What follows belongs to an exercise in optimizing a design on an open flow for small area and a short achievable clock period; a production flow would make more cautious choices.
In this exercise RTL edits were held to simulation tests only and were not proved equivalent to the original.
Power and IR drop assume default switching activity.

**flow/config.mk**
```make
export PLATFORM = sky130hd
export DESIGN_NAME = mac
export DESIGN_NICKNAME = mac
export VERILOG_FILES = /design/flow/design.v
export SDC_FILE = /design/flow/constraint.sdc
export NUM_CORES = 4
export LEC_CHECK = 0
export ABC_AREA = 1
export CAP_MARGIN = 20
export CORE_MARGIN = 2
export CORE_UTILIZATION = 40
export SETUP_SLACK_MARGIN = 5
export SLEW_MARGIN = 20
export SYNTH_HIERARCHICAL = 1
```
**flow/constraint.sdc**
```tcl
create_clock -name core_clock -period 12.0 [get_ports {clk}]
set_input_delay 2.4000 -clock core_clock [delete_from_list [all_inputs] [get_ports {clk}]]
set_output_delay 2.4000 -clock core_clock [all_outputs]
set_load 0.01 [all_outputs]
```
**flow/run.sh**
```bash
#!/bin/bash
# synth_recipe.tcl (not shown) runs the flow's synth.tcl, then flattens the netlist and writes it again
# the make line also repeats each setting of config.mk as NAME=value (left out here)
make -C /OpenROAD-flow-scripts/flow DESIGN_CONFIG=/design/flow/config.mk WORK_HOME=/design/flow/orfs CLKGATE_MAP_FILE= SYNTH_SCRIPT=/design/flow/synth_recipe.tcl finish
```
**flow/design.v**
```verilog
module fullreg #(  parameter N = 16 )(
    input [N-1:0] d,
    output reg [N-1:0] q,
    input clk,
    input en,
    input clr,  
    input rst   
    );
always @(posedge clk,posedge rst) begin
    if(rst)
        q=0;
    else    
    if(en==1)begin
        if(clr)
            q=0;
        else
            q=d;
    end
end
endmodule
`timescale 1ns / 1ps
module adder
   #(parameter integer N=16)
   (
    input  [N-1:0] x1,
    input  [N-1:0] x2,
    output  [N-1:0] y
    );
    assign y=$unsigned(x1)+$unsigned(x2);
endmodule
module fa_cell(input a, input b, input c, output s, output co);
  assign s = a ^ b ^ c;
  assign co = (a & b) | (a & c) | (b & c);
endmodule
module ha_cell(input a, input b, output s, output co);
  assign s = a ^ b;
  assign co = a & b;
endmodule
`timescale 1ns / 1ps
module mult
   #(parameter integer N=9)
   (
    input  [N-1:0] x1,
    input  [N-1:0] x2,
    output  [2*N-1:0] y
    );
    assign y=$signed(x1)*$signed(x2);
endmodule
module mac(
    input [15:0] x1,
    input [15:0] x2,
    input clk,
    input rst,
    input en,
    output [39:0] y
    );
reg [39:0] S;
reg [39:0] C;
wire s1;
wire c2;
wire s3;
wire c4;
wire s5;
wire c6;
wire s7;
wire c8;
wire s9;
wire c10;
wire s11;
wire c12;
wire s13;
wire c14;
wire s15;
wire c16;
wire s17;
wire c18;
wire s19;
wire c20;
wire s21;
wire c22;
wire s23;
wire c24;
wire s25;
wire c26;
wire s27;
wire c28;
wire s29;
wire c30;
wire s31;
wire c32;
wire s33;
wire c34;
wire s35;
wire c36;
wire s37;
wire c38;
wire s39;
wire c40;
wire s41;
wire c42;
wire s43;
wire c44;
wire s45;
wire c46;
wire s47;
wire c48;
wire s49;
wire c50;
wire s51;
wire c52;
wire s53;
wire c54;
wire s55;
wire c56;
wire s57;
wire c58;
wire s59;
wire c60;
wire s61;
wire c62;
wire s63;
wire c64;
wire s65;
wire c66;
wire s67;
wire c68;
wire s69;
wire c70;
wire s71;
wire c72;
wire s73;
wire c74;
wire s75;
wire c76;
wire s77;
wire c78;
wire s79;
wire c80;
wire s81;
wire c82;
wire s83;
wire c84;
wire s85;
wire c86;
wire s87;
wire c88;
wire s89;
wire c90;
wire s91;
wire c92;
wire s93;
wire c94;
wire s95;
wire c96;
wire s97;
wire c98;
wire s99;
wire c100;
wire s101;
wire c102;
wire s103;
wire c104;
wire s105;
wire c106;
wire s107;
wire c108;
wire s109;
wire c110;
wire s111;
wire c112;
wire s113;
wire c114;
wire s115;
wire c116;
wire s117;
wire c118;
wire s119;
wire c120;
wire s121;
wire c122;
wire s123;
wire c124;
wire s125;
wire c126;
wire s127;
wire c128;
wire s129;
wire c130;
wire s131;
wire c132;
wire s133;
wire c134;
wire s135;
wire c136;
wire s137;
wire c138;
wire s139;
wire c140;
wire s141;
wire c142;
wire s143;
wire c144;
wire s145;
wire c146;
wire s147;
wire c148;
wire s149;
wire c150;
wire s151;
wire c152;
wire s153;
wire c154;
wire s155;
wire c156;
wire s157;
wire c158;
wire s159;
wire c160;
wire s161;
wire c162;
wire s163;
wire c164;
wire s165;
wire c166;
wire s167;
wire c168;
wire s169;
wire c170;
wire s171;
wire c172;
wire s173;
wire c174;
wire s175;
wire c176;
wire s177;
wire c178;
wire s179;
wire c180;
wire s181;
wire c182;
wire s183;
wire c184;
wire s185;
wire c186;
wire s187;
wire c188;
wire s189;
wire c190;
wire s191;
wire c192;
wire s193;
wire c194;
wire s195;
wire c196;
wire s197;
wire c198;
wire s199;
wire c200;
wire s201;
wire c202;
wire s203;
wire c204;
wire s205;
wire c206;
wire s207;
wire c208;
wire s209;
wire c210;
wire s211;
wire c212;
wire s213;
wire c214;
wire s215;
wire c216;
wire s217;
wire c218;
wire s219;
wire c220;
wire s221;
wire c222;
wire s223;
wire c224;
wire s225;
wire c226;
wire s227;
wire c228;
wire s229;
wire c230;
wire s231;
wire c232;
wire s233;
wire c234;
wire s235;
wire c236;
wire s237;
wire c238;
wire s239;
wire c240;
wire s241;
wire c242;
wire s243;
wire c244;
wire s245;
wire c246;
wire s247;
wire c248;
wire s249;
wire c250;
wire s251;
wire c252;
wire s253;
wire c254;
wire s255;
wire c256;
wire s257;
wire c258;
wire s259;
wire c260;
wire s261;
wire c262;
wire s263;
wire c264;
wire s265;
wire c266;
wire s267;
wire c268;
wire s269;
wire c270;
wire s271;
wire c272;
wire s273;
wire c274;
wire s275;
wire c276;
wire s277;
wire c278;
wire s279;
wire c280;
wire s281;
wire c282;
wire s283;
wire c284;
wire s285;
wire c286;
wire s287;
wire c288;
wire s289;
wire c290;
wire s291;
wire c292;
wire s293;
wire c294;
wire s295;
wire c296;
wire s297;
wire c298;
wire s299;
wire c300;
wire s301;
wire c302;
wire s303;
wire c304;
wire s305;
wire c306;
wire s307;
wire c308;
wire s309;
wire c310;
wire s311;
wire c312;
wire s313;
wire c314;
wire s315;
wire c316;
wire s317;
wire c318;
wire s319;
wire c320;
wire s321;
wire c322;
wire s323;
wire c324;
wire s325;
wire c326;
wire s327;
wire c328;
wire s329;
wire c330;
wire s331;
wire c332;
wire s333;
wire c334;
wire s335;
wire c336;
wire s337;
wire c338;
wire s339;
wire c340;
wire s341;
wire c342;
wire s343;
wire c344;
wire s345;
wire c346;
wire s347;
wire c348;
wire s349;
wire c350;
wire s351;
wire c352;
wire one0 = en & (x2[0] ^ 1'b0);
wire two0 = en & ((x2[1] & ~x2[0] & ~1'b0) | (~x2[1] & x2[0] & 1'b0));
wire neg0 = en & x2[1];
wire pp0_0 = ((one0 & x1[0]) | (two0 & 1'b0)) ^ neg0;
wire pp0_1 = ((one0 & x1[1]) | (two0 & x1[0])) ^ neg0;
wire pp0_2 = ((one0 & x1[2]) | (two0 & x1[1])) ^ neg0;
wire pp0_3 = ((one0 & x1[3]) | (two0 & x1[2])) ^ neg0;
wire pp0_4 = ((one0 & x1[4]) | (two0 & x1[3])) ^ neg0;
wire pp0_5 = ((one0 & x1[5]) | (two0 & x1[4])) ^ neg0;
wire pp0_6 = ((one0 & x1[6]) | (two0 & x1[5])) ^ neg0;
wire pp0_7 = ((one0 & x1[7]) | (two0 & x1[6])) ^ neg0;
wire pp0_8 = ((one0 & x1[8]) | (two0 & x1[7])) ^ neg0;
wire pp0_9 = ((one0 & x1[9]) | (two0 & x1[8])) ^ neg0;
wire pp0_10 = ((one0 & x1[10]) | (two0 & x1[9])) ^ neg0;
wire pp0_11 = ((one0 & x1[11]) | (two0 & x1[10])) ^ neg0;
wire pp0_12 = ((one0 & x1[12]) | (two0 & x1[11])) ^ neg0;
wire pp0_13 = ((one0 & x1[13]) | (two0 & x1[12])) ^ neg0;
wire pp0_14 = ((one0 & x1[14]) | (two0 & x1[13])) ^ neg0;
wire pp0_15 = ((one0 & x1[15]) | (two0 & x1[14])) ^ neg0;
wire pp0_16 = ~(((one0 & x1[15]) | (two0 & x1[15])) ^ neg0);
wire one1 = en & (x2[2] ^ x2[1]);
wire two1 = en & ((x2[3] & ~x2[2] & ~x2[1]) | (~x2[3] & x2[2] & x2[1]));
wire neg1 = en & x2[3];
wire pp1_0 = ((one1 & x1[0]) | (two1 & 1'b0)) ^ neg1;
wire pp1_1 = ((one1 & x1[1]) | (two1 & x1[0])) ^ neg1;
wire pp1_2 = ((one1 & x1[2]) | (two1 & x1[1])) ^ neg1;
wire pp1_3 = ((one1 & x1[3]) | (two1 & x1[2])) ^ neg1;
wire pp1_4 = ((one1 & x1[4]) | (two1 & x1[3])) ^ neg1;
wire pp1_5 = ((one1 & x1[5]) | (two1 & x1[4])) ^ neg1;
wire pp1_6 = ((one1 & x1[6]) | (two1 & x1[5])) ^ neg1;
wire pp1_7 = ((one1 & x1[7]) | (two1 & x1[6])) ^ neg1;
wire pp1_8 = ((one1 & x1[8]) | (two1 & x1[7])) ^ neg1;
wire pp1_9 = ((one1 & x1[9]) | (two1 & x1[8])) ^ neg1;
wire pp1_10 = ((one1 & x1[10]) | (two1 & x1[9])) ^ neg1;
wire pp1_11 = ((one1 & x1[11]) | (two1 & x1[10])) ^ neg1;
wire pp1_12 = ((one1 & x1[12]) | (two1 & x1[11])) ^ neg1;
wire pp1_13 = ((one1 & x1[13]) | (two1 & x1[12])) ^ neg1;
wire pp1_14 = ((one1 & x1[14]) | (two1 & x1[13])) ^ neg1;
wire pp1_15 = ((one1 & x1[15]) | (two1 & x1[14])) ^ neg1;
wire pp1_16 = ~(((one1 & x1[15]) | (two1 & x1[15])) ^ neg1);
wire one2 = en & (x2[4] ^ x2[3]);
wire two2 = en & ((x2[5] & ~x2[4] & ~x2[3]) | (~x2[5] & x2[4] & x2[3]));
wire neg2 = en & x2[5];
wire pp2_0 = ((one2 & x1[0]) | (two2 & 1'b0)) ^ neg2;
wire pp2_1 = ((one2 & x1[1]) | (two2 & x1[0])) ^ neg2;
wire pp2_2 = ((one2 & x1[2]) | (two2 & x1[1])) ^ neg2;
wire pp2_3 = ((one2 & x1[3]) | (two2 & x1[2])) ^ neg2;
wire pp2_4 = ((one2 & x1[4]) | (two2 & x1[3])) ^ neg2;
wire pp2_5 = ((one2 & x1[5]) | (two2 & x1[4])) ^ neg2;
wire pp2_6 = ((one2 & x1[6]) | (two2 & x1[5])) ^ neg2;
wire pp2_7 = ((one2 & x1[7]) | (two2 & x1[6])) ^ neg2;
wire pp2_8 = ((one2 & x1[8]) | (two2 & x1[7])) ^ neg2;
wire pp2_9 = ((one2 & x1[9]) | (two2 & x1[8])) ^ neg2;
wire pp2_10 = ((one2 & x1[10]) | (two2 & x1[9])) ^ neg2;
wire pp2_11 = ((one2 & x1[11]) | (two2 & x1[10])) ^ neg2;
wire pp2_12 = ((one2 & x1[12]) | (two2 & x1[11])) ^ neg2;
wire pp2_13 = ((one2 & x1[13]) | (two2 & x1[12])) ^ neg2;
wire pp2_14 = ((one2 & x1[14]) | (two2 & x1[13])) ^ neg2;
wire pp2_15 = ((one2 & x1[15]) | (two2 & x1[14])) ^ neg2;
wire pp2_16 = ~(((one2 & x1[15]) | (two2 & x1[15])) ^ neg2);
wire one3 = en & (x2[6] ^ x2[5]);
wire two3 = en & ((x2[7] & ~x2[6] & ~x2[5]) | (~x2[7] & x2[6] & x2[5]));
wire neg3 = en & x2[7];
wire pp3_0 = ((one3 & x1[0]) | (two3 & 1'b0)) ^ neg3;
wire pp3_1 = ((one3 & x1[1]) | (two3 & x1[0])) ^ neg3;
wire pp3_2 = ((one3 & x1[2]) | (two3 & x1[1])) ^ neg3;
wire pp3_3 = ((one3 & x1[3]) | (two3 & x1[2])) ^ neg3;
wire pp3_4 = ((one3 & x1[4]) | (two3 & x1[3])) ^ neg3;
wire pp3_5 = ((one3 & x1[5]) | (two3 & x1[4])) ^ neg3;
wire pp3_6 = ((one3 & x1[6]) | (two3 & x1[5])) ^ neg3;
wire pp3_7 = ((one3 & x1[7]) | (two3 & x1[6])) ^ neg3;
wire pp3_8 = ((one3 & x1[8]) | (two3 & x1[7])) ^ neg3;
wire pp3_9 = ((one3 & x1[9]) | (two3 & x1[8])) ^ neg3;
wire pp3_10 = ((one3 & x1[10]) | (two3 & x1[9])) ^ neg3;
wire pp3_11 = ((one3 & x1[11]) | (two3 & x1[10])) ^ neg3;
wire pp3_12 = ((one3 & x1[12]) | (two3 & x1[11])) ^ neg3;
wire pp3_13 = ((one3 & x1[13]) | (two3 & x1[12])) ^ neg3;
wire pp3_14 = ((one3 & x1[14]) | (two3 & x1[13])) ^ neg3;
wire pp3_15 = ((one3 & x1[15]) | (two3 & x1[14])) ^ neg3;
wire pp3_16 = ~(((one3 & x1[15]) | (two3 & x1[15])) ^ neg3);
wire one4 = en & (x2[8] ^ x2[7]);
wire two4 = en & ((x2[9] & ~x2[8] & ~x2[7]) | (~x2[9] & x2[8] & x2[7]));
wire neg4 = en & x2[9];
wire pp4_0 = ((one4 & x1[0]) | (two4 & 1'b0)) ^ neg4;
wire pp4_1 = ((one4 & x1[1]) | (two4 & x1[0])) ^ neg4;
wire pp4_2 = ((one4 & x1[2]) | (two4 & x1[1])) ^ neg4;
wire pp4_3 = ((one4 & x1[3]) | (two4 & x1[2])) ^ neg4;
wire pp4_4 = ((one4 & x1[4]) | (two4 & x1[3])) ^ neg4;
wire pp4_5 = ((one4 & x1[5]) | (two4 & x1[4])) ^ neg4;
wire pp4_6 = ((one4 & x1[6]) | (two4 & x1[5])) ^ neg4;
wire pp4_7 = ((one4 & x1[7]) | (two4 & x1[6])) ^ neg4;
wire pp4_8 = ((one4 & x1[8]) | (two4 & x1[7])) ^ neg4;
wire pp4_9 = ((one4 & x1[9]) | (two4 & x1[8])) ^ neg4;
wire pp4_10 = ((one4 & x1[10]) | (two4 & x1[9])) ^ neg4;
wire pp4_11 = ((one4 & x1[11]) | (two4 & x1[10])) ^ neg4;
wire pp4_12 = ((one4 & x1[12]) | (two4 & x1[11])) ^ neg4;
wire pp4_13 = ((one4 & x1[13]) | (two4 & x1[12])) ^ neg4;
wire pp4_14 = ((one4 & x1[14]) | (two4 & x1[13])) ^ neg4;
wire pp4_15 = ((one4 & x1[15]) | (two4 & x1[14])) ^ neg4;
wire pp4_16 = ~(((one4 & x1[15]) | (two4 & x1[15])) ^ neg4);
wire one5 = en & (x2[10] ^ x2[9]);
wire two5 = en & ((x2[11] & ~x2[10] & ~x2[9]) | (~x2[11] & x2[10] & x2[9]));
wire neg5 = en & x2[11];
wire pp5_0 = ((one5 & x1[0]) | (two5 & 1'b0)) ^ neg5;
wire pp5_1 = ((one5 & x1[1]) | (two5 & x1[0])) ^ neg5;
wire pp5_2 = ((one5 & x1[2]) | (two5 & x1[1])) ^ neg5;
wire pp5_3 = ((one5 & x1[3]) | (two5 & x1[2])) ^ neg5;
wire pp5_4 = ((one5 & x1[4]) | (two5 & x1[3])) ^ neg5;
wire pp5_5 = ((one5 & x1[5]) | (two5 & x1[4])) ^ neg5;
wire pp5_6 = ((one5 & x1[6]) | (two5 & x1[5])) ^ neg5;
wire pp5_7 = ((one5 & x1[7]) | (two5 & x1[6])) ^ neg5;
wire pp5_8 = ((one5 & x1[8]) | (two5 & x1[7])) ^ neg5;
wire pp5_9 = ((one5 & x1[9]) | (two5 & x1[8])) ^ neg5;
wire pp5_10 = ((one5 & x1[10]) | (two5 & x1[9])) ^ neg5;
wire pp5_11 = ((one5 & x1[11]) | (two5 & x1[10])) ^ neg5;
wire pp5_12 = ((one5 & x1[12]) | (two5 & x1[11])) ^ neg5;
wire pp5_13 = ((one5 & x1[13]) | (two5 & x1[12])) ^ neg5;
wire pp5_14 = ((one5 & x1[14]) | (two5 & x1[13])) ^ neg5;
wire pp5_15 = ((one5 & x1[15]) | (two5 & x1[14])) ^ neg5;
wire pp5_16 = ~(((one5 & x1[15]) | (two5 & x1[15])) ^ neg5);
wire one6 = en & (x2[12] ^ x2[11]);
wire two6 = en & ((x2[13] & ~x2[12] & ~x2[11]) | (~x2[13] & x2[12] & x2[11]));
wire neg6 = en & x2[13];
wire pp6_0 = ((one6 & x1[0]) | (two6 & 1'b0)) ^ neg6;
wire pp6_1 = ((one6 & x1[1]) | (two6 & x1[0])) ^ neg6;
wire pp6_2 = ((one6 & x1[2]) | (two6 & x1[1])) ^ neg6;
wire pp6_3 = ((one6 & x1[3]) | (two6 & x1[2])) ^ neg6;
wire pp6_4 = ((one6 & x1[4]) | (two6 & x1[3])) ^ neg6;
wire pp6_5 = ((one6 & x1[5]) | (two6 & x1[4])) ^ neg6;
wire pp6_6 = ((one6 & x1[6]) | (two6 & x1[5])) ^ neg6;
wire pp6_7 = ((one6 & x1[7]) | (two6 & x1[6])) ^ neg6;
wire pp6_8 = ((one6 & x1[8]) | (two6 & x1[7])) ^ neg6;
wire pp6_9 = ((one6 & x1[9]) | (two6 & x1[8])) ^ neg6;
wire pp6_10 = ((one6 & x1[10]) | (two6 & x1[9])) ^ neg6;
wire pp6_11 = ((one6 & x1[11]) | (two6 & x1[10])) ^ neg6;
wire pp6_12 = ((one6 & x1[12]) | (two6 & x1[11])) ^ neg6;
wire pp6_13 = ((one6 & x1[13]) | (two6 & x1[12])) ^ neg6;
wire pp6_14 = ((one6 & x1[14]) | (two6 & x1[13])) ^ neg6;
wire pp6_15 = ((one6 & x1[15]) | (two6 & x1[14])) ^ neg6;
wire pp6_16 = ~(((one6 & x1[15]) | (two6 & x1[15])) ^ neg6);
wire one7 = en & (x2[14] ^ x2[13]);
wire two7 = en & ((x2[15] & ~x2[14] & ~x2[13]) | (~x2[15] & x2[14] & x2[13]));
wire neg7 = en & x2[15];
wire pp7_0 = ((one7 & x1[0]) | (two7 & 1'b0)) ^ neg7;
wire pp7_1 = ((one7 & x1[1]) | (two7 & x1[0])) ^ neg7;
wire pp7_2 = ((one7 & x1[2]) | (two7 & x1[1])) ^ neg7;
wire pp7_3 = ((one7 & x1[3]) | (two7 & x1[2])) ^ neg7;
wire pp7_4 = ((one7 & x1[4]) | (two7 & x1[3])) ^ neg7;
wire pp7_5 = ((one7 & x1[5]) | (two7 & x1[4])) ^ neg7;
wire pp7_6 = ((one7 & x1[6]) | (two7 & x1[5])) ^ neg7;
wire pp7_7 = ((one7 & x1[7]) | (two7 & x1[6])) ^ neg7;
wire pp7_8 = ((one7 & x1[8]) | (two7 & x1[7])) ^ neg7;
wire pp7_9 = ((one7 & x1[9]) | (two7 & x1[8])) ^ neg7;
wire pp7_10 = ((one7 & x1[10]) | (two7 & x1[9])) ^ neg7;
wire pp7_11 = ((one7 & x1[11]) | (two7 & x1[10])) ^ neg7;
wire pp7_12 = ((one7 & x1[12]) | (two7 & x1[11])) ^ neg7;
wire pp7_13 = ((one7 & x1[13]) | (two7 & x1[12])) ^ neg7;
wire pp7_14 = ((one7 & x1[14]) | (two7 & x1[13])) ^ neg7;
wire pp7_15 = ((one7 & x1[15]) | (two7 & x1[14])) ^ neg7;
wire pp7_16 = ~(((one7 & x1[15]) | (two7 & x1[15])) ^ neg7);
fa_cell fs1 (.a(S[0]), .b(C[0]), .c(neg0), .s(s1), .co(c2));
fa_cell fs3 (.a(S[1]), .b(C[1]), .c(pp0_1), .s(s3), .co(c4));
fa_cell fs5 (.a(S[2]), .b(C[2]), .c(neg1), .s(s5), .co(c6));
fa_cell fs7 (.a(pp0_2), .b(pp1_0), .c(s5), .s(s7), .co(c8));
fa_cell fs9 (.a(S[3]), .b(C[3]), .c(pp0_3), .s(s9), .co(c10));
fa_cell fs11 (.a(pp1_1), .b(c6), .c(c8), .s(s11), .co(c12));
fa_cell fs13 (.a(S[4]), .b(C[4]), .c(neg2), .s(s13), .co(c14));
fa_cell fs15 (.a(pp0_4), .b(pp1_2), .c(pp2_0), .s(s15), .co(c16));
fa_cell fs17 (.a(s13), .b(c10), .c(s15), .s(s17), .co(c18));
fa_cell fs19 (.a(S[5]), .b(C[5]), .c(pp0_5), .s(s19), .co(c20));
fa_cell fs21 (.a(pp1_3), .b(pp2_1), .c(c14), .s(s21), .co(c22));
fa_cell fs23 (.a(c16), .b(s19), .c(s21), .s(s23), .co(c24));
fa_cell fs25 (.a(S[6]), .b(C[6]), .c(neg3), .s(s25), .co(c26));
fa_cell fs27 (.a(pp0_6), .b(pp1_4), .c(pp2_2), .s(s27), .co(c28));
fa_cell fs29 (.a(pp3_0), .b(s25), .c(c20), .s(s29), .co(c30));
fa_cell fs31 (.a(c22), .b(s27), .c(c24), .s(s31), .co(c32));
fa_cell fs33 (.a(S[7]), .b(C[7]), .c(pp0_7), .s(s33), .co(c34));
fa_cell fs35 (.a(pp1_5), .b(pp2_3), .c(pp3_1), .s(s35), .co(c36));
fa_cell fs37 (.a(c26), .b(c28), .c(s33), .s(s37), .co(c38));
fa_cell fs39 (.a(s35), .b(c30), .c(s37), .s(s39), .co(c40));
fa_cell fs41 (.a(S[8]), .b(C[8]), .c(neg4), .s(s41), .co(c42));
fa_cell fs43 (.a(pp0_8), .b(pp1_6), .c(pp2_4), .s(s43), .co(c44));
fa_cell fs45 (.a(pp3_2), .b(pp4_0), .c(s41), .s(s45), .co(c46));
fa_cell fs47 (.a(c34), .b(c36), .c(s43), .s(s47), .co(c48));
fa_cell fs49 (.a(s45), .b(c38), .c(s47), .s(s49), .co(c50));
fa_cell fs51 (.a(S[9]), .b(C[9]), .c(pp0_9), .s(s51), .co(c52));
fa_cell fs53 (.a(pp1_7), .b(pp2_5), .c(pp3_3), .s(s53), .co(c54));
fa_cell fs55 (.a(pp4_1), .b(c42), .c(c44), .s(s55), .co(c56));
fa_cell fs57 (.a(c46), .b(s51), .c(s53), .s(s57), .co(c58));
fa_cell fs59 (.a(c48), .b(s55), .c(s57), .s(s59), .co(c60));
fa_cell fs61 (.a(S[10]), .b(C[10]), .c(neg5), .s(s61), .co(c62));
fa_cell fs63 (.a(pp0_10), .b(pp1_8), .c(pp2_6), .s(s63), .co(c64));
fa_cell fs65 (.a(pp3_4), .b(pp4_2), .c(pp5_0), .s(s65), .co(c66));
fa_cell fs67 (.a(s61), .b(c52), .c(c54), .s(s67), .co(c68));
fa_cell fs69 (.a(s63), .b(s65), .c(c56), .s(s69), .co(c70));
fa_cell fs71 (.a(c58), .b(s67), .c(s69), .s(s71), .co(c72));
fa_cell fs73 (.a(S[11]), .b(C[11]), .c(pp0_11), .s(s73), .co(c74));
fa_cell fs75 (.a(pp1_9), .b(pp2_7), .c(pp3_5), .s(s75), .co(c76));
fa_cell fs77 (.a(pp4_3), .b(pp5_1), .c(c62), .s(s77), .co(c78));
fa_cell fs79 (.a(c64), .b(c66), .c(s73), .s(s79), .co(c80));
fa_cell fs81 (.a(s75), .b(s77), .c(c68), .s(s81), .co(c82));
fa_cell fs83 (.a(s79), .b(c70), .c(s81), .s(s83), .co(c84));
fa_cell fs85 (.a(S[12]), .b(C[12]), .c(neg6), .s(s85), .co(c86));
fa_cell fs87 (.a(pp0_12), .b(pp1_10), .c(pp2_8), .s(s87), .co(c88));
fa_cell fs89 (.a(pp3_6), .b(pp4_4), .c(pp5_2), .s(s89), .co(c90));
fa_cell fs91 (.a(pp6_0), .b(s85), .c(c74), .s(s91), .co(c92));
fa_cell fs93 (.a(c76), .b(c78), .c(s87), .s(s93), .co(c94));
fa_cell fs95 (.a(s89), .b(c80), .c(s91), .s(s95), .co(c96));
fa_cell fs97 (.a(s93), .b(c82), .c(s95), .s(s97), .co(c98));
fa_cell fs99 (.a(S[13]), .b(C[13]), .c(pp0_13), .s(s99), .co(c100));
fa_cell fs101 (.a(pp1_11), .b(pp2_9), .c(pp3_7), .s(s101), .co(c102));
fa_cell fs103 (.a(pp4_5), .b(pp5_3), .c(pp6_1), .s(s103), .co(c104));
fa_cell fs105 (.a(c86), .b(c88), .c(c90), .s(s105), .co(c106));
fa_cell fs107 (.a(s99), .b(s101), .c(s103), .s(s107), .co(c108));
fa_cell fs109 (.a(c92), .b(c94), .c(s105), .s(s109), .co(c110));
fa_cell fs111 (.a(s107), .b(c96), .c(s109), .s(s111), .co(c112));
fa_cell fs113 (.a(S[14]), .b(C[14]), .c(neg7), .s(s113), .co(c114));
fa_cell fs115 (.a(pp0_14), .b(pp1_12), .c(pp2_10), .s(s115), .co(c116));
fa_cell fs117 (.a(pp3_8), .b(pp4_6), .c(pp5_4), .s(s117), .co(c118));
fa_cell fs119 (.a(pp6_2), .b(pp7_0), .c(s113), .s(s119), .co(c120));
fa_cell fs121 (.a(c100), .b(c102), .c(c104), .s(s121), .co(c122));
fa_cell fs123 (.a(s115), .b(s117), .c(s119), .s(s123), .co(c124));
fa_cell fs125 (.a(c106), .b(c108), .c(s121), .s(s125), .co(c126));
fa_cell fs127 (.a(s123), .b(c110), .c(s125), .s(s127), .co(c128));
fa_cell fs129 (.a(S[15]), .b(C[15]), .c(pp0_15), .s(s129), .co(c130));
fa_cell fs131 (.a(pp1_13), .b(pp2_11), .c(pp3_9), .s(s131), .co(c132));
fa_cell fs133 (.a(pp4_7), .b(pp5_5), .c(pp6_3), .s(s133), .co(c134));
fa_cell fs135 (.a(pp7_1), .b(c114), .c(c116), .s(s135), .co(c136));
fa_cell fs137 (.a(c118), .b(c120), .c(s129), .s(s137), .co(c138));
fa_cell fs139 (.a(s131), .b(s133), .c(c122), .s(s139), .co(c140));
fa_cell fs141 (.a(s135), .b(s137), .c(c124), .s(s141), .co(c142));
fa_cell fs143 (.a(c126), .b(s139), .c(s141), .s(s143), .co(c144));
assign s145 = ~(S[16] ^ C[16]);
assign c146 = S[16] | C[16];
fa_cell fs147 (.a(s145), .b(pp0_16), .c(pp1_14), .s(s147), .co(c148));
fa_cell fs149 (.a(pp2_12), .b(pp3_10), .c(pp4_8), .s(s149), .co(c150));
fa_cell fs151 (.a(pp5_6), .b(pp6_4), .c(pp7_2), .s(s151), .co(c152));
fa_cell fs153 (.a(c130), .b(c132), .c(c134), .s(s153), .co(c154));
fa_cell fs155 (.a(s147), .b(s149), .c(s151), .s(s155), .co(c156));
fa_cell fs157 (.a(c136), .b(c138), .c(s153), .s(s157), .co(c158));
fa_cell fs159 (.a(s155), .b(c140), .c(s157), .s(s159), .co(c160));
fa_cell fs161 (.a(c142), .b(s159), .c(c144), .s(s161), .co(c162));
assign s163 = ~(S[17] ^ C[17]);
assign c164 = S[17] | C[17];
fa_cell fs165 (.a(c146), .b(s163), .c(pp1_15), .s(s165), .co(c166));
fa_cell fs167 (.a(pp2_13), .b(pp3_11), .c(pp4_9), .s(s167), .co(c168));
fa_cell fs169 (.a(pp5_7), .b(pp6_5), .c(pp7_3), .s(s169), .co(c170));
fa_cell fs171 (.a(c148), .b(c150), .c(c152), .s(s171), .co(c172));
fa_cell fs173 (.a(s165), .b(s167), .c(s169), .s(s173), .co(c174));
fa_cell fs175 (.a(c154), .b(c156), .c(s171), .s(s175), .co(c176));
fa_cell fs177 (.a(s173), .b(c158), .c(s175), .s(s177), .co(c178));
ha_cell hs179 (.a(c160), .b(s177), .s(s179), .co(c180));
fa_cell fs181 (.a(S[18]), .b(C[18]), .c(c164), .s(s181), .co(c182));
fa_cell fs183 (.a(s181), .b(pp1_16), .c(pp2_14), .s(s183), .co(c184));
fa_cell fs185 (.a(pp3_12), .b(pp4_10), .c(pp5_8), .s(s185), .co(c186));
fa_cell fs187 (.a(pp6_6), .b(pp7_4), .c(c166), .s(s187), .co(c188));
fa_cell fs189 (.a(c168), .b(c170), .c(s183), .s(s189), .co(c190));
fa_cell fs191 (.a(s185), .b(c172), .c(c174), .s(s191), .co(c192));
fa_cell fs193 (.a(s187), .b(s189), .c(c176), .s(s193), .co(c194));
fa_cell fs195 (.a(s191), .b(c178), .c(s193), .s(s195), .co(c196));
assign s197 = ~(S[19] ^ C[19]);
assign c198 = S[19] | C[19];
fa_cell fs199 (.a(s197), .b(c182), .c(pp2_15), .s(s199), .co(c200));
fa_cell fs201 (.a(pp3_13), .b(pp4_11), .c(pp5_9), .s(s201), .co(c202));
fa_cell fs203 (.a(pp6_7), .b(pp7_5), .c(c184), .s(s203), .co(c204));
fa_cell fs205 (.a(c186), .b(s199), .c(s201), .s(s205), .co(c206));
fa_cell fs207 (.a(c188), .b(c190), .c(s203), .s(s207), .co(c208));
fa_cell fs209 (.a(s205), .b(c192), .c(s207), .s(s209), .co(c210));
ha_cell hs211 (.a(c194), .b(s209), .s(s211), .co(c212));
fa_cell fs213 (.a(S[20]), .b(C[20]), .c(c198), .s(s213), .co(c214));
fa_cell fs215 (.a(s213), .b(pp2_16), .c(pp3_14), .s(s215), .co(c216));
fa_cell fs217 (.a(pp4_12), .b(pp5_10), .c(pp6_8), .s(s217), .co(c218));
fa_cell fs219 (.a(pp7_6), .b(c200), .c(c202), .s(s219), .co(c220));
fa_cell fs221 (.a(s215), .b(s217), .c(c204), .s(s221), .co(c222));
fa_cell fs223 (.a(c206), .b(s219), .c(c208), .s(s223), .co(c224));
fa_cell fs225 (.a(s221), .b(c210), .c(s223), .s(s225), .co(c226));
assign s227 = ~(S[21] ^ C[21]);
assign c228 = S[21] | C[21];
fa_cell fs229 (.a(s227), .b(c214), .c(pp3_15), .s(s229), .co(c230));
fa_cell fs231 (.a(pp4_13), .b(pp5_11), .c(pp6_9), .s(s231), .co(c232));
fa_cell fs233 (.a(pp7_7), .b(c216), .c(c218), .s(s233), .co(c234));
fa_cell fs235 (.a(s229), .b(s231), .c(c220), .s(s235), .co(c236));
fa_cell fs237 (.a(s233), .b(c222), .c(s235), .s(s237), .co(c238));
ha_cell hs239 (.a(c224), .b(s237), .s(s239), .co(c240));
fa_cell fs241 (.a(S[22]), .b(C[22]), .c(c228), .s(s241), .co(c242));
fa_cell fs243 (.a(s241), .b(pp3_16), .c(pp4_14), .s(s243), .co(c244));
fa_cell fs245 (.a(pp5_12), .b(pp6_10), .c(pp7_8), .s(s245), .co(c246));
fa_cell fs247 (.a(c230), .b(c232), .c(s243), .s(s247), .co(c248));
fa_cell fs249 (.a(s245), .b(c234), .c(s247), .s(s249), .co(c250));
fa_cell fs251 (.a(c236), .b(s249), .c(c238), .s(s251), .co(c252));
assign s253 = ~(S[23] ^ C[23]);
assign c254 = S[23] | C[23];
fa_cell fs255 (.a(s253), .b(c242), .c(pp4_15), .s(s255), .co(c256));
fa_cell fs257 (.a(pp5_13), .b(pp6_11), .c(pp7_9), .s(s257), .co(c258));
fa_cell fs259 (.a(c244), .b(c246), .c(s255), .s(s259), .co(c260));
fa_cell fs261 (.a(s257), .b(c248), .c(s259), .s(s261), .co(c262));
ha_cell hs263 (.a(c250), .b(s261), .s(s263), .co(c264));
fa_cell fs265 (.a(S[24]), .b(C[24]), .c(c254), .s(s265), .co(c266));
fa_cell fs267 (.a(s265), .b(pp4_16), .c(pp5_14), .s(s267), .co(c268));
fa_cell fs269 (.a(pp6_12), .b(pp7_10), .c(c256), .s(s269), .co(c270));
fa_cell fs271 (.a(c258), .b(s267), .c(c260), .s(s271), .co(c272));
fa_cell fs273 (.a(s269), .b(c262), .c(s271), .s(s273), .co(c274));
assign s275 = ~(S[25] ^ C[25]);
assign c276 = S[25] | C[25];
fa_cell fs277 (.a(s275), .b(c266), .c(pp5_15), .s(s277), .co(c278));
fa_cell fs279 (.a(pp6_13), .b(pp7_11), .c(c268), .s(s279), .co(c280));
fa_cell fs281 (.a(s277), .b(c270), .c(s279), .s(s281), .co(c282));
ha_cell hs283 (.a(c272), .b(s281), .s(s283), .co(c284));
fa_cell fs285 (.a(S[26]), .b(C[26]), .c(c276), .s(s285), .co(c286));
fa_cell fs287 (.a(s285), .b(pp5_16), .c(pp6_14), .s(s287), .co(c288));
fa_cell fs289 (.a(pp7_12), .b(c278), .c(s287), .s(s289), .co(c290));
fa_cell fs291 (.a(c280), .b(s289), .c(c282), .s(s291), .co(c292));
assign s293 = ~(S[27] ^ C[27]);
assign c294 = S[27] | C[27];
fa_cell fs295 (.a(s293), .b(c286), .c(pp6_15), .s(s295), .co(c296));
fa_cell fs297 (.a(pp7_13), .b(c288), .c(s295), .s(s297), .co(c298));
ha_cell hs299 (.a(c290), .b(s297), .s(s299), .co(c300));
fa_cell fs301 (.a(S[28]), .b(C[28]), .c(c294), .s(s301), .co(c302));
fa_cell fs303 (.a(s301), .b(pp6_16), .c(pp7_14), .s(s303), .co(c304));
fa_cell fs305 (.a(c296), .b(s303), .c(c298), .s(s305), .co(c306));
assign s307 = ~(S[29] ^ C[29]);
assign c308 = S[29] | C[29];
fa_cell fs309 (.a(s307), .b(c302), .c(pp7_15), .s(s309), .co(c310));
ha_cell hs311 (.a(c304), .b(s309), .s(s311), .co(c312));
fa_cell fs313 (.a(S[30]), .b(C[30]), .c(c308), .s(s313), .co(c314));
fa_cell fs315 (.a(s313), .b(pp7_16), .c(c310), .s(s315), .co(c316));
assign s317 = ~(S[31] ^ C[31]);
assign c318 = S[31] | C[31];
ha_cell hs319 (.a(s317), .b(c314), .s(s319), .co(c320));
assign s321 = ~(S[32] ^ C[32]);
assign c322 = S[32] | C[32];
ha_cell hs323 (.a(c318), .b(s321), .s(s323), .co(c324));
assign s325 = ~(S[33] ^ C[33]);
assign c326 = S[33] | C[33];
fa_cell fs327 (.a(c322), .b(s325), .c(c324), .s(s327), .co(c328));
assign s329 = ~(S[34] ^ C[34]);
assign c330 = S[34] | C[34];
ha_cell hs331 (.a(c326), .b(s329), .s(s331), .co(c332));
assign s333 = ~(S[35] ^ C[35]);
assign c334 = S[35] | C[35];
fa_cell fs335 (.a(c330), .b(s333), .c(c332), .s(s335), .co(c336));
assign s337 = ~(S[36] ^ C[36]);
assign c338 = S[36] | C[36];
ha_cell hs339 (.a(c334), .b(s337), .s(s339), .co(c340));
assign s341 = ~(S[37] ^ C[37]);
assign c342 = S[37] | C[37];
fa_cell fs343 (.a(c338), .b(s341), .c(c340), .s(s343), .co(c344));
assign s345 = ~(S[38] ^ C[38]);
assign c346 = S[38] | C[38];
ha_cell hs347 (.a(c342), .b(s345), .s(s347), .co(c348));
assign s349 = ~(S[39] ^ C[39]);
assign c350 = S[39] | C[39];
fa_cell fs351 (.a(c346), .b(s349), .c(c348), .s(s351), .co(c352));
wire [39:0] Sn = {s351, c344, s343, c336, s335, c328, s327, c320, c316, c312, c306, c300, c292, c284, c274, c264, c252, c240, c226, c212, c196, c180, c162, s161, c128, c112, c98, c84, c72, c60, c50, c40, c32, s29, c18, c12, s9, c4, c2, pp0_0};
wire [39:0] Cn = {1'b0, s347, 1'b0, s339, 1'b0, s331, 1'b0, s323, s319, s315, s311, s305, s299, s291, s283, s273, s263, s251, s239, s225, s211, s195, s179, 1'b0, s143, s127, s111, s97, s83, s71, s59, s49, s39, s31, s23, s17, s11, s7, s3, s1};
always @(posedge clk or posedge rst)
  if (rst) begin
    S <= 40'd0;
    C <= 40'd0;
  end else begin
    S <= Sn;
    C <= Cn;
  end
wire [39:0] ya = S[39:0], yb = C[39:0];
wire [39:0] p0 = ya ^ yb, g0 = ya & yb;
wire bg0_1 = g0[1] | (p0[1] & g0[0]);
wire bp0_1 = p0[1] & p0[0];
wire bg0_3 = g0[3] | (p0[3] & g0[2]);
wire bp0_3 = p0[3] & p0[2];
wire bg0_5 = g0[5] | (p0[5] & g0[4]);
wire bp0_5 = p0[5] & p0[4];
wire bg0_7 = g0[7] | (p0[7] & g0[6]);
wire bp0_7 = p0[7] & p0[6];
wire bg0_9 = g0[9] | (p0[9] & g0[8]);
wire bp0_9 = p0[9] & p0[8];
wire bg0_11 = g0[11] | (p0[11] & g0[10]);
wire bp0_11 = p0[11] & p0[10];
wire bg0_13 = g0[13] | (p0[13] & g0[12]);
wire bp0_13 = p0[13] & p0[12];
wire bg0_15 = g0[15] | (p0[15] & g0[14]);
wire bp0_15 = p0[15] & p0[14];
wire bg0_17 = g0[17] | (p0[17] & g0[16]);
wire bp0_17 = p0[17] & p0[16];
wire bg0_19 = g0[19] | (p0[19] & g0[18]);
wire bp0_19 = p0[19] & p0[18];
wire bg0_21 = g0[21] | (p0[21] & g0[20]);
wire bp0_21 = p0[21] & p0[20];
wire bg0_23 = g0[23] | (p0[23] & g0[22]);
wire bp0_23 = p0[23] & p0[22];
wire bg0_25 = g0[25] | (p0[25] & g0[24]);
wire bp0_25 = p0[25] & p0[24];
wire bg0_27 = g0[27] | (p0[27] & g0[26]);
wire bp0_27 = p0[27] & p0[26];
wire bg0_29 = g0[29] | (p0[29] & g0[28]);
wire bp0_29 = p0[29] & p0[28];
wire bg0_31 = g0[31] | (p0[31] & g0[30]);
wire bp0_31 = p0[31] & p0[30];
wire bg0_33 = g0[33] | (p0[33] & g0[32]);
wire bp0_33 = p0[33] & p0[32];
wire bg0_35 = g0[35] | (p0[35] & g0[34]);
wire bp0_35 = p0[35] & p0[34];
wire bg0_37 = g0[37] | (p0[37] & g0[36]);
wire bp0_37 = p0[37] & p0[36];
wire bg0_39 = g0[39] | (p0[39] & g0[38]);
wire bp0_39 = p0[39] & p0[38];
wire bg1_3 = bg0_3 | (bp0_3 & bg0_1);
wire bp1_3 = bp0_3 & bp0_1;
wire bg1_7 = bg0_7 | (bp0_7 & bg0_5);
wire bp1_7 = bp0_7 & bp0_5;
wire bg1_11 = bg0_11 | (bp0_11 & bg0_9);
wire bp1_11 = bp0_11 & bp0_9;
wire bg1_15 = bg0_15 | (bp0_15 & bg0_13);
wire bp1_15 = bp0_15 & bp0_13;
wire bg1_19 = bg0_19 | (bp0_19 & bg0_17);
wire bp1_19 = bp0_19 & bp0_17;
wire bg1_23 = bg0_23 | (bp0_23 & bg0_21);
wire bp1_23 = bp0_23 & bp0_21;
wire bg1_27 = bg0_27 | (bp0_27 & bg0_25);
wire bp1_27 = bp0_27 & bp0_25;
wire bg1_31 = bg0_31 | (bp0_31 & bg0_29);
wire bp1_31 = bp0_31 & bp0_29;
wire bg1_35 = bg0_35 | (bp0_35 & bg0_33);
wire bp1_35 = bp0_35 & bp0_33;
wire bg1_39 = bg0_39 | (bp0_39 & bg0_37);
wire bp1_39 = bp0_39 & bp0_37;
wire bg2_7 = bg1_7 | (bp1_7 & bg1_3);
wire bp2_7 = bp1_7 & bp1_3;
wire bg2_15 = bg1_15 | (bp1_15 & bg1_11);
wire bp2_15 = bp1_15 & bp1_11;
wire bg2_23 = bg1_23 | (bp1_23 & bg1_19);
wire bp2_23 = bp1_23 & bp1_19;
wire bg2_31 = bg1_31 | (bp1_31 & bg1_27);
wire bp2_31 = bp1_31 & bp1_27;
wire bg2_39 = bg1_39 | (bp1_39 & bg1_35);
wire bp2_39 = bp1_39 & bp1_35;
wire bg3_15 = bg2_15 | (bp2_15 & bg2_7);
wire bp3_15 = bp2_15 & bp2_7;
wire bg3_31 = bg2_31 | (bp2_31 & bg2_23);
wire bp3_31 = bp2_31 & bp2_23;
wire bg4_31 = bg3_31 | (bp3_31 & bg3_15);
wire bp4_31 = bp3_31 & bp3_15;
wire bg8_23 = bg2_23 | (bp2_23 & bg3_15);
wire bp8_23 = bp2_23 & bp3_15;
wire bg8_39 = bg2_39 | (bp2_39 & bg4_31);
wire bp8_39 = bp2_39 & bp4_31;
wire bg9_11 = bg1_11 | (bp1_11 & bg2_7);
wire bp9_11 = bp1_11 & bp2_7;
wire bg9_19 = bg1_19 | (bp1_19 & bg3_15);
wire bp9_19 = bp1_19 & bp3_15;
wire bg9_27 = bg1_27 | (bp1_27 & bg8_23);
wire bp9_27 = bp1_27 & bp8_23;
wire bg9_35 = bg1_35 | (bp1_35 & bg4_31);
wire bp9_35 = bp1_35 & bp4_31;
wire bg10_5 = bg0_5 | (bp0_5 & bg1_3);
wire bp10_5 = bp0_5 & bp1_3;
wire bg10_9 = bg0_9 | (bp0_9 & bg2_7);
wire bp10_9 = bp0_9 & bp2_7;
wire bg10_13 = bg0_13 | (bp0_13 & bg9_11);
wire bp10_13 = bp0_13 & bp9_11;
wire bg10_17 = bg0_17 | (bp0_17 & bg3_15);
wire bp10_17 = bp0_17 & bp3_15;
wire bg10_21 = bg0_21 | (bp0_21 & bg9_19);
wire bp10_21 = bp0_21 & bp9_19;
wire bg10_25 = bg0_25 | (bp0_25 & bg8_23);
wire bp10_25 = bp0_25 & bp8_23;
wire bg10_29 = bg0_29 | (bp0_29 & bg9_27);
wire bp10_29 = bp0_29 & bp9_27;
wire bg10_33 = bg0_33 | (bp0_33 & bg4_31);
wire bp10_33 = bp0_33 & bp4_31;
wire bg10_37 = bg0_37 | (bp0_37 & bg9_35);
wire bp10_37 = bp0_37 & bp9_35;
wire bg11_2 = g0[2] | (p0[2] & bg0_1);
wire bp11_2 = p0[2] & bp0_1;
wire bg11_4 = g0[4] | (p0[4] & bg1_3);
wire bp11_4 = p0[4] & bp1_3;
wire bg11_6 = g0[6] | (p0[6] & bg10_5);
wire bp11_6 = p0[6] & bp10_5;
wire bg11_8 = g0[8] | (p0[8] & bg2_7);
wire bp11_8 = p0[8] & bp2_7;
wire bg11_10 = g0[10] | (p0[10] & bg10_9);
wire bp11_10 = p0[10] & bp10_9;
wire bg11_12 = g0[12] | (p0[12] & bg9_11);
wire bp11_12 = p0[12] & bp9_11;
wire bg11_14 = g0[14] | (p0[14] & bg10_13);
wire bp11_14 = p0[14] & bp10_13;
wire bg11_16 = g0[16] | (p0[16] & bg3_15);
wire bp11_16 = p0[16] & bp3_15;
wire bg11_18 = g0[18] | (p0[18] & bg10_17);
wire bp11_18 = p0[18] & bp10_17;
wire bg11_20 = g0[20] | (p0[20] & bg9_19);
wire bp11_20 = p0[20] & bp9_19;
wire bg11_22 = g0[22] | (p0[22] & bg10_21);
wire bp11_22 = p0[22] & bp10_21;
wire bg11_24 = g0[24] | (p0[24] & bg8_23);
wire bp11_24 = p0[24] & bp8_23;
wire bg11_26 = g0[26] | (p0[26] & bg10_25);
wire bp11_26 = p0[26] & bp10_25;
wire bg11_28 = g0[28] | (p0[28] & bg9_27);
wire bp11_28 = p0[28] & bp9_27;
wire bg11_30 = g0[30] | (p0[30] & bg10_29);
wire bp11_30 = p0[30] & bp10_29;
wire bg11_32 = g0[32] | (p0[32] & bg4_31);
wire bp11_32 = p0[32] & bp4_31;
wire bg11_34 = g0[34] | (p0[34] & bg10_33);
wire bp11_34 = p0[34] & bp10_33;
wire bg11_36 = g0[36] | (p0[36] & bg9_35);
wire bp11_36 = p0[36] & bp9_35;
wire bg11_38 = g0[38] | (p0[38] & bg10_37);
wire bp11_38 = p0[38] & bp10_37;
wire [39:0] cy = {bg11_38, bg10_37, bg11_36, bg9_35, bg11_34, bg10_33, bg11_32, bg4_31, bg11_30, bg10_29, bg11_28, bg9_27, bg11_26, bg10_25, bg11_24, bg8_23, bg11_22, bg10_21, bg11_20, bg9_19, bg11_18, bg10_17, bg11_16, bg3_15, bg11_14, bg10_13, bg11_12, bg9_11, bg11_10, bg10_9, bg11_8, bg2_7, bg11_6, bg10_5, bg11_4, bg1_3, bg11_2, bg0_1, g0[0], 1'b0};
assign y[39:0] = p0 ^ cy;
endmodule
```
==> results of run 1 <==
[logic make-up after synthesis]
logic type	count (synthesis)	share of synthesized area, %
flip-flops	75	19.2
XOR/XNOR	154	13.8
AO/OA/AOI/OAI	151	10.3
buffers and inverters	192	8.57
adder cells (fa/ha/maj)	224	41.5
AND/OR/NAND/NOR	141	6.54
[metal layers]
layer | GRT usage (%) | up-vias | routed length (um)
met2 | 27.7 | 183 | 10300
met4 | 5.00 | 0 | 363
met5 | 0 | - | 0
met1 | 25.9 | 3395 | 10100
met3 | 2.57 | 27 | 1020
li1 | - | 3084 | -
[Yosys stat by module (local to each module, per instance)]
module | cell area, um^2 | cells
fa_cell | 20.0 | 1
ha_cell | 12.5 | 1
mac | 6660 | 778
[registers in the layout (all words and copies together) (netlist names)]
register  flops
S            40
C            35
[cells in the final DEF (no fill, tap or decap), types with 2 or more instances in the layout]
| cell type | netlist | layout |
|---|---|---|
| a21oi_1 | 10 | 10 |
| a31oi_1 | 2 | 2 |
| clkbuf_16 | 0 | 9 |
| clkdlybuf4s50_1 | 0 | 74 |
| clkinvlp_4 | 0 | 3 |
| dfrtp_1 | 75 | 75 |
| fa_1 | 166 | 166 |
| ha_1 | 58 | 58 |
| inv_1 | 133 | 132 |
| inv_2 | 17 | 18 |
| nand2_1 | 94 | 94 |
| nand3_1 | 9 | 9 |
| nor2_1 | 26 | 26 |
| nor3_1 | 3 | 3 |
| nor3_4 | 7 | 7 |
| o21ai_0 | 9 | 9 |
| o21ai_2 | 7 | 7 |
| o21bai_1 | 2 | 2 |
| o22ai_1 | 109 | 109 |
| o22ai_2 | 10 | 10 |
| xnor2_1 | 6 | 6 |
| xor2_1 | 148 | 148 |
[worst max-delay path by stage]
stage	end	cells after the start	slack, ns
CTS	S[16]	13	5.43
global placement	S[16]	13	5.14
finish	S[16]	13	5.40
floorplan	S[16]	10	6.20
global route	S[16]	13	5.19
detailed placement	S[16]	13	5.08
[final cells by class]
cell class                 instances  share of cell area [%]
clock buffer                      11                    2.22
clock inverter                     5                   0.560
inverter                         151                    5.18
multi-input combinational        670                    64.3
sequential                        75                    17.1
tap                              324                    3.70
timing repair buffer              75                    6.87
[metrics by stage]
step,instance area (um^2),instances
floorplan,9760,937
global placement,10600,1295
detailed placement,10600,1295
CTS,10900,1311
global route,10900,1311
finish,10900,1311
[where the power goes]
part	leakage, nW	switching [mW]	total [mW]	internal (mW)
Clock	0.138	0.115	0.283	0.168
Sequential	0.897	0.132	0.581	0.449
Combinational	4.29	1.38	2.77	1.39
==> metrics.yaml, run 1 <==
run_status:
  outcome: "complete, no violations"
floorplanning:
  die_area_um2: 25700
  coreArea_um2: 24100
  start_util_pct: 40.5
  dieHeight_um: 160
  die_w_um: 160
  io_pins: 75
  rows: 57
timing:
  rsz0062_at_grt: "false"
  worst_slack_ns: 5.40
  setup-violations-final: 0
  worstMarginPinSlew_ns: 0.713
  slew_headroom_pct: 52.4
  tns_ns: 0
  skew_ns: 0.00718
  period_needed_ns: 6.60
  timing.fmax_ghz: 0.152
  slew_viol_final: 0
  post-route-period-util_pct: 55.0
  timing.hold.ws_ns: 0.569
  finalHoldViolations: 0
detailed_routing:
  viasPerCell: 5.10
  first_iter_violations: 446
  ant_nets: 0
  drtPass1Iterations: 6
  drc: 0
  vias: 6689
  routed_wl_mm: 21.8
  wl_per_cell_um: 16.6
pwr:
  power.density_nw_per_um2: 332
  total_power_mw: 3.63
  peakVddDrop_uv: 166
  p_leak_nw: 5.32
logic_synthesis:
  synth_seq_cells: 75
  ys_seq_area_share_pct: 19.2
  yosys-top-cells-area: "fa_1, dfrtp_1, xor2_1"
  syn_nets: 1196
  synth_flop_cell: "dfrtp_1"
  yosysTopAreaCell: "fa_1"
  yosysMostFrequentCell: "fa_1"
  syn_inst: 937
  synth_cell_type_count: 29
  syn_area_um2: 9760
  yosysWarnings: 7
  synth_top_area_share_pct: 34.1
  synth_area_per_cell_um2: 10.4
  async_flop_share_pct: 100
  synth_edf_count: 0
  synth_common_cells: "fa_1, xor2_1, inv_1"
global_routing:
  grt_pass1_wl_mm: 35.8
  grt_pass1_vias: 6741
  antenna_found_initial: 0
  grt_max_degree: 76
  grt-ovfl-total: 0
  track_usage_pct: 17.8
critical_path:
  cp_num_buf_inv: 3
  reg2regPathDepth: 9
  crit_family: "adder cells"
  reg2reg_slack_ns: 8.51
  path_common_cell: "fa_1"
  cp-end-kind: "register"
  cp-startpoint: "en"
  crit_path_max_fanout: 15
  cp_cell_sequence: "clkdlybuf4s50_1, inv_2, nor2_1, nand2_1, o21ai_2, inv_1, o22ai_1, xor2_1, fa_1, fa_1, fa_1, fa_1, fa_1"
  cpPeakStageDelay_ns: 0.62
  crit_type: "in2reg"
  r2r_end: "C[20]"
  crit_path_top_delay_cell: "clkdlybuf4s50_1"
  required_ns: 12.22
  r2r-start: "C[17]"
  cp_data_arrival_time_ns: 6.82
  worstSetupStartpointType: "input pin"
min_path:
  hp-start: "C[0]"
  hold_depth: 1
  hp-class: "reg2reg"
  hold_end: "S[1]"
place:
  numPortBuffers: 74
  place_ws_ns: 5.08
  gp_congestion: 0.856
  hpwl_mm: 17.6
layout:
  diodes: 0
  area_delta_synth_final_pct: 12.2
  multi_input_area_um2: 7040
  n_fill_cell: 2316
  seq_area_um2: 1880
  design.final.nets: 1241
  drive_gt1_share_pct: 6.08
  final_core_util_pct: 45.4
cts:
  htree_levels: 3
  clock-root-buffer: "clkbuf_16"
  clockBufferDepth: 2
  clk_pin_slew_worst_paths_ns: 0.06
  clock_sinks: 75
  cts_hold_buf: 0
  cts_buffers: 9
  cts_tree: "yes"
  cts_resized: 0
  post_cts_buffers: 0
  insertion_delay_ns: 0.35
flow_run:
  max_cap_viol_count: 0
==> inputs of run 2 (changes only) <==
==> flow/flow/run.sh (new file) <==
#!/bin/bash
MARGIN=${MARGIN:-7}
bash standard.sh SETUP_SLACK_MARGIN=$MARGIN finish > standard.log 2>&1
==> flow/standard.sh (new file) <==
#!/bin/bash
# synth_recipe.tcl (not shown) runs the flow's synth.tcl, then flattens the netlist and writes it again
# the make line also repeats each setting of config.mk as NAME=value (left out here)
make -C /OpenROAD-flow-scripts/flow DESIGN_CONFIG=/design/flow/config.mk WORK_HOME=/design/flow/orfs CLKGATE_MAP_FILE= SYNTH_SCRIPT=/design/flow/synth_recipe.tcl "${@:-finish}"
removed: flow/run.sh
==> run 2 against run 1 <==
Synthesized cell count unchanged; via count grew 16%; non-clock buffer count grew 155; critical endpoint unchanged; wire length is 35% higher; count of clock-buffer cells in the layout is 2 lower; flip-flop and latch count did not move; final area increased by 26%; hold slack improved by 0.049 ns; clock power shrank 2%; sequential share of layout area decreased by 3.5 points.
==> metrics.yaml, run 2 <==
layout:
  design.final.nets: 1397
  drive_gt1_share_pct: 46.5
  layout_common_cells: "xor2_1, buf_4, inv_1"
  diodes: 0
  finalInstanceArea_um2: 13800
  final_core_util_pct: 57.1
  largest_register_ffs: 40
  final_common_cell: "xor2_1"
  n_fill_cell: 1967
  top_regs: "S (40), C (35)"
  final_cells: 1465
  regMostFlops: "S"
  area_delta_synth_final_pct: 41.0
run_status:
  outcome: "complete, no violations"
timing:
  slew_viol_final: 0
  rsz0062_at_grt: "true"
  slew_headroom_pct: 51.1
  tns_ns: 0
  timing.hold.ws_ns: 0.618
  period_needed_ns: 5.44
  timing.fmax_ghz: 0.184
  finalHoldViolations: 0
  worstMarginPinSlew_ns: 0.734
  setup-violations-final: 0
  worst_slack_ns: 6.56
  skew_ns: 0.0127
  post-route-period-util_pct: 45.3
floorplanning:
  start_util_pct: 40.5
  coreArea_um2: 24100
  rows: 57
  dieHeight_um: 160
  die_w_um: 160
  die_area_um2: 25700
  io_pins: 75
global_routing:
  track_usage_pct: 22.7
  grtUsageMet1_pct: 33.0
  antenna_found_initial: 0
  gr-usage-met2_pct: 34.3
  grt_pass1_vias: 8027
  grt_max_degree: 76
  met3_usage_pct: 5.48
  grt-ovfl-total: 0
  busiest_layer: "met2"
  grt_pass1_wl_mm: 44.9
logic_synthesis:
  synth_seq_cells: 75
  synth_edf_count: 0
  synth_area_per_cell_um2: 10.4
  synth_cell_type_count: 29
  async_flop_share_pct: 100
  synth_flop_cell: "dfrtp_1"
  syn_inst: 937
  yosys-top-cells-area: "fa_1, dfrtp_1, xor2_1"
  syn_area_um2: 9760
  synth_top_area_share_pct: 34.1
  syn_nets: 1196
  synth_common_cells: "fa_1, xor2_1, inv_1"
  yosysWarnings: 7
  ys_seq_area_share_pct: 19.2
  yosysTopAreaCell: "fa_1"
  yosysMostFrequentCell: "fa_1"
cts:
  clock-root-buffer: "clkbuf_16"
  clock_sinks: 75
  htree_levels: 3
  cts_hold_buf: 0
  cts_tree: "yes"
  insertion_delay_ns: 0.36
  clockBufferDepth: 2
  clk_pin_slew_worst_paths_ns: 0.06
  cts_buffers: 9
detailed_routing:
  drc: 0
  viasPerCell: 5.30
  routed_wl_mm: 29.4
  wl_per_cell_um: 20.0
  drtPass1Iterations: 7
  ant_nets: 0
  first_iter_violations: 683
  vias: 7769
min_path:
  hp-class: "reg2reg"
critical_path:
  crit_path_max_fanout: 7
  crit_type: "in2reg"
  worstSetupStartpointType: "input pin"
  cp-end-kind: "register"
  required_ns: 12.29
  cp_data_arrival_time_ns: 5.73
place:
  placed_area_um2: 10900
  hpwl_mm: 18.4
  gp_congestion: 0.882
  place_ws_ns: 4.86
  numPortBuffers: 74
  placedCellCount: 1295
flow_run:
  max_cap_viol_count: 0
pwr:
  peakVddDrop_uv: 149
  total_power_mw: 4.21
  p_leak_nw: 6.29
  power.density_nw_per_um2: 306
run 2: cell counts after synthesis:
No cell type changed its count.
run 2: what timing repair did:
action | 4_1_cts | 5_1_grt
setup buffers | 127 | 27
endpoints found under the setup margin | 87 | 68
resized for setup | 445 | 150
cloned | 2 | 0
pin swaps | 101 | 57
run 2: cell type report:
| type | count | area [um^2] | share of cell area [%] |
|---|---|---|---|
| clock buffer | 9 | 225 | 1.64 |
| clock inverter | 5 | 56.3 | 0.409 |
| inverter | 151 | 714 | 5.19 |
| multi-input combinational | 670 | 8400 | 61.1 |
| sequential | 75 | 1880 | 13.7 |
| tap | 324 | 405 | 2.95 |
| timing repair buffer | 230 | 2060 | 15.0 |
| timing repair inverter | 1 | 7.51 | 0.0546 |
run 2: path summary, 6_finish.rpt:
path	start	to	slack, ns	cells past startpoint
min in group asynchronous	rst	S[39]	2.53	3
setup / recovery	x2[7]	S[16]	6.56	12
hold / removal	S[35]	C[36]	0.62	1
max in group asynchronous	rst	C[9]	8.89	3
hold reg to reg	S[35]	C[36]	0.62	1
setup reg to reg	C[17]	C[20]	8.53	9
run 2: power by group:
group	total [mW]	internal (mW)	switching, mW
sequential	0.590	0.450	0.140
combinational	3.34	1.66	1.68
clock	0.277	0.159	0.118
total	4.21	2.27	1.94
run 2: logic make-up after synthesis:
kind of cell / share of synthesized area [%]
adders and majority gates: 41.5
AOI/OAI and AO/OA: 10.3
xor gates and xnor gates: 13.8
DFF: 19.2
buffers and inverters: 8.57
and+or+nand+nor: 6.54
run 2: per-module statistics from Yosys (local to each module, per instance):
| module | flops+latches | cells inside |
|---|---|---|
| mac | 75 | 778 |
| ha_cell | 0 | 1 |
| fa_cell | 0 | 1 |
run 2: worst max-delay path, cell delays in order:
cell     delay [ns]
buf_4          0.14
nand2_1        0.07
inv_2          0.05
nor3_4         0.16
inv_4          0.09
o22ai_2        0.19
xor2_1         0.27
fa_2           0.54
fa_2           0.38
fa_1           0.49
fa_2           0.40
fa_2           0.52
run 2: layer usage:
metal	up-vias	routed length [um]
li1	3377	-
met1	3904	11900
met2	401	13700
met3	87	2880
met4	0	903
met5	-	0
==> inputs of run 3 (changes only) <==
==> flow/flow/run.sh (replaced) <==
#!/bin/bash
MARGIN=${MARGIN:-8}
bash standard.sh SETUP_SLACK_MARGIN=$MARGIN finish > standard.log 2>&1
==> run 3 against run 2 <==
Combinational power up 5%; critical endpoint is now C[20]; count of clock-buffer cells in the layout rose by 1; area after synthesis did not move; synthesized cell count stayed put; non-clock buffer count is 3 higher; first-iteration DRC count decreased by 20%; register-to-register slack got worse by 0.03 ns; hold slack hardly changed; largest power group unchanged; final area grew 3.9%.
==> metrics.yaml, run 3 <==
timing:
  slew_headroom_pct: 51.2
  slew_viol_final: 0
  timing.fmax_ghz: 0.180
  period_needed_ns: 5.55
  setup-violations-final: 0
  worstMarginPinSlew_ns: 0.732
  rsz0062_at_grt: "true"
  tns_ns: 0
  finalHoldViolations: 0
  post-route-period-util_pct: 46.2
  skew_ns: 0.00861
min_path:
  hp-class: "reg2reg"
  hold_depth: 1
  hold_end: "C[1]"
  hp-start: "S[1]"
critical_path:
  r2r-start: "C[17]"
  path_common_cell: "fa_2"
  worstSetupStartpointType: "input pin"
  cp_cell_sequence: "buf_4, nand2_2, inv_2, nor3_4, clkinv_4, buf_6, o22ai_4, xor2_2, fa_2, fa_2, fa_2, fa_2, fa_2"
  cp-end-kind: "register"
  reg2regPathDepth: 9
  r2r_end: "C[20]"
  cpPeakStageDelay_ns: 0.52
  crit_path_top_delay_cell: "fa_2"
  reg2reg_slack_ns: 8.50
  crit_type: "in2reg"
  crit_path_max_fanout: 6
  required_ns: 12.29
  cp_data_arrival_time_ns: 5.83
logic_synthesis:
  yosys-top-cells-area: "fa_1, dfrtp_1, xor2_1"
  synth_seq_cells: 75
  async_flop_share_pct: 100
  syn_inst: 937
  syn_nets: 1196
  synth_edf_count: 0
  synth_common_cells: "fa_1, xor2_1, inv_1"
  synth_area_per_cell_um2: 10.4
  ys_seq_area_share_pct: 19.2
  yosysWarnings: 7
  syn_area_um2: 9760
  yosysMostFrequentCell: "fa_1"
  synth_cell_type_count: 29
  synth_flop_cell: "dfrtp_1"
  yosysTopAreaCell: "fa_1"
  synth_top_area_share_pct: 34.1
pwr:
  switching_share_pct: 44.9
  power.density_nw_per_um2: 307
  power_frac_seq_pct: 13.6
  p_leak_nw: 6.38
  comb_power_share_pct: 79.7
  clockPowerShare_pct: 6.8
  p_int_mw: 2.42
  peakVddDrop_uv: 169
  power.switching_mw: 1.97
detailed_routing:
  vias: 7709
  first_iter_violations: 549
  wl_per_cell_um: 19.3
  drtPass1Iterations: 5
  viasPerCell: 5.24
  drc: 0
  routed_wl_mm: 28.3
  ant_nets: 0
place:
  numPortBuffers: 74
  gp_congestion: 0.862
  placedCellCount: 1296
  hpwl_mm: 18.0
cts:
  clock-root-buffer: "clkbuf_16"
  insertion_delay_ns: 0.36
  clk_pin_slew_worst_paths_ns: 0.06
  cts_hold_buf: 0
  cts_buffers: 9
  clock_sinks: 75
  clockBufferDepth: 2
  cts_tree: "yes"
  htree_levels: 3
floorplanning:
  dieHeight_um: 160
  io_pins: 75
  rows: 57
  start_util_pct: 40.5
  die_area_um2: 25700
  die_w_um: 160
  coreArea_um2: 24100
layout:
  top_regs: "S (40), C (35)"
  drive_gt1_share_pct: 53.0
  area_delta_synth_final_pct: 46.6
  layout_common_cells: "xor2_1, fa_2, buf_4"
  multi_input_area_um2: 8830
  n_fill_cell: 1919
  diodes: 0
  largest_register_ffs: 40
  final_cells: 1470
  seq_area_um2: 1880
  design.final.nets: 1400
  regMostFlops: "S"
  final_common_cell: "xor2_1"
flow_run:
  max_cap_viol_count: 0
global_routing:
  grt_max_degree: 76
  antenna_found_initial: 0
  grt-ovfl-total: 0
  grt_pass1_wl_mm: 44.2
  grt_pass1_vias: 8149
  track_usage_pct: 22.1
run_status:
  outcome: "complete, no violations"
[run 3: cell counts after synthesis]
Identical to the previous run, type by type.
[run 3: timing repair]
action                                  in CTS  in global routing
cloned                                       1                  0
resized for setup                          479                153
endpoints found under the setup margin      99                 94
pin swaps                                  105                 87
endpoints found under the hold margin        0                  0
setup buffers                              119                 38
[run 3: per-layer routing]
metal  GRT usage [%]  routed length, um
met3            4.47               2100
met4            7.82                897
met5               0                  0
met2            34.3              13400
met1            30.9              11900
[run 3: power by group through the flow]
stage | Clock [mW] | Sequential (mW) | Combinational (mW)
after floorplan | 0 | 0.565 | 2.10
after global placement | 0 | 0.596 | 2.96
after detailed placement | 0 | 0.600 | 3.06
after CTS | 0.304 | 0.596 | 3.24
after global routing | 0.314 | 0.621 | 4.02
final | 0.298 | 0.595 | 3.50
[run 3: worst max-delay path by stage]
stage          startpoint    end  slack, ns  cells past startpoint
6_report           x2[11]  C[20]       6.45                     13
5_1_grt            x2[11]  C[18]       6.36                     12
4_1_cts                en  S[16]       6.57                     13
3_5_place_dp           en  S[16]       5.32                     10
3_3_place_gp           en  S[16]       5.38                     10
2_1_floorplan          en  S[16]       6.41                     12
[run 3: modules after synthesis (local to each module, per instance)]
module | cells inside | flops+latches
ha_cell | 1 | 0
mac | 778 | 75
fa_cell | 1 | 0
[run 3: cell type report]
| class | count | share of cell area (%) |
|---|---|---|
| Timing Repair Buffer | 233 | 14.9 |
| Clock inverter | 6 | 0.621 |
| Multi-Input combinational cell | 670 | 61.8 |
| Timing Repair inverter | 1 | 0.0263 |
| Inverter | 151 | 5.13 |
| Sequential cell | 75 | 13.1 |
| Clock buffer | 10 | 1.60 |
| Tap cell | 324 | 2.84 |
[run 3: kinds of logic after synthesis]
kind of cell,synth area share (%)
AND/OR/NAND/NOR,6.54
AO/OA/AOI/OAI,10.3
adder cells (fa/ha/maj),41.5
XOR/XNOR,13.8
buffers and inverters,8.57
flip-flops,19.2
[run 3: critical path, delay by kind of cell]
| kind | cells | cell delay (ns) |
|---|---|---|
| AOI/OAI and AO/OA | 1 | 0.18 |
| xor gates and xnor gates | 1 | 0.21 |
| adders and majority gates | 5 | 2.17 |
| buffers and inverters | 4 | 0.54 |
| and+or+nand+nor | 2 | 0.31 |
[run 3: stage by stage]
stage          cell area [um^2]  util [%]  power (mW)  hold slack (ns)  setup WS (ns)
5_1_grt                   14300      59.3        4.95            0.660           6.36
3_5_place_dp              11200      46.6        3.66            0.560           5.32
2_1_floorplan             10500         -        2.66            0.540           6.41
3_3_place_gp              11200      46.6        3.56            0.562           5.38
4_1_cts                   13400      55.4        4.14            0.586           6.57
6_report                  14300      59.3        4.39            0.618           6.45

[port drivers added, routing unchanged]
The results above use ideal ports. As a check the final layouts listed here were re-extracted and re-timed, cells and wires unchanged. Step 1 (the two cells are an assumption about what drives the block):
set clk [get_ports {clk}]
set_driving_cell -lib_cell sky130_fd_sc_hd__clkbuf_16 $clk
set_driving_cell -lib_cell sky130_fd_sc_hd__buf_2 [delete_from_list [all_inputs] $clk]
Step 2 adds t to the input delays and takes it off the output delays; t is the mean of the earliest and latest rising clock arrival at the registers after step 1. Input paths then give back, and output paths get back, about the clock's delay inside the block. a / b / c = ideal ports / drivers / drivers and shift; a / b = the first two.
run	t (ns)	setup slack, ns	worst setup path at the end	cell pins on the clock port's net
run 1	0.393	5.404 / 5.422 / 5.029	input to register	1
run 2	0.400	6.562 / 6.450 / 6.050	input to register	1
run 3	0.397	6.455 / 6.470 / 6.073	input to register	1
After both steps every run listed still meets setup and hold. The setup slack of run 2, which loses most, moves by -0.112 ns with the drivers and by -0.512 ns with both steps.
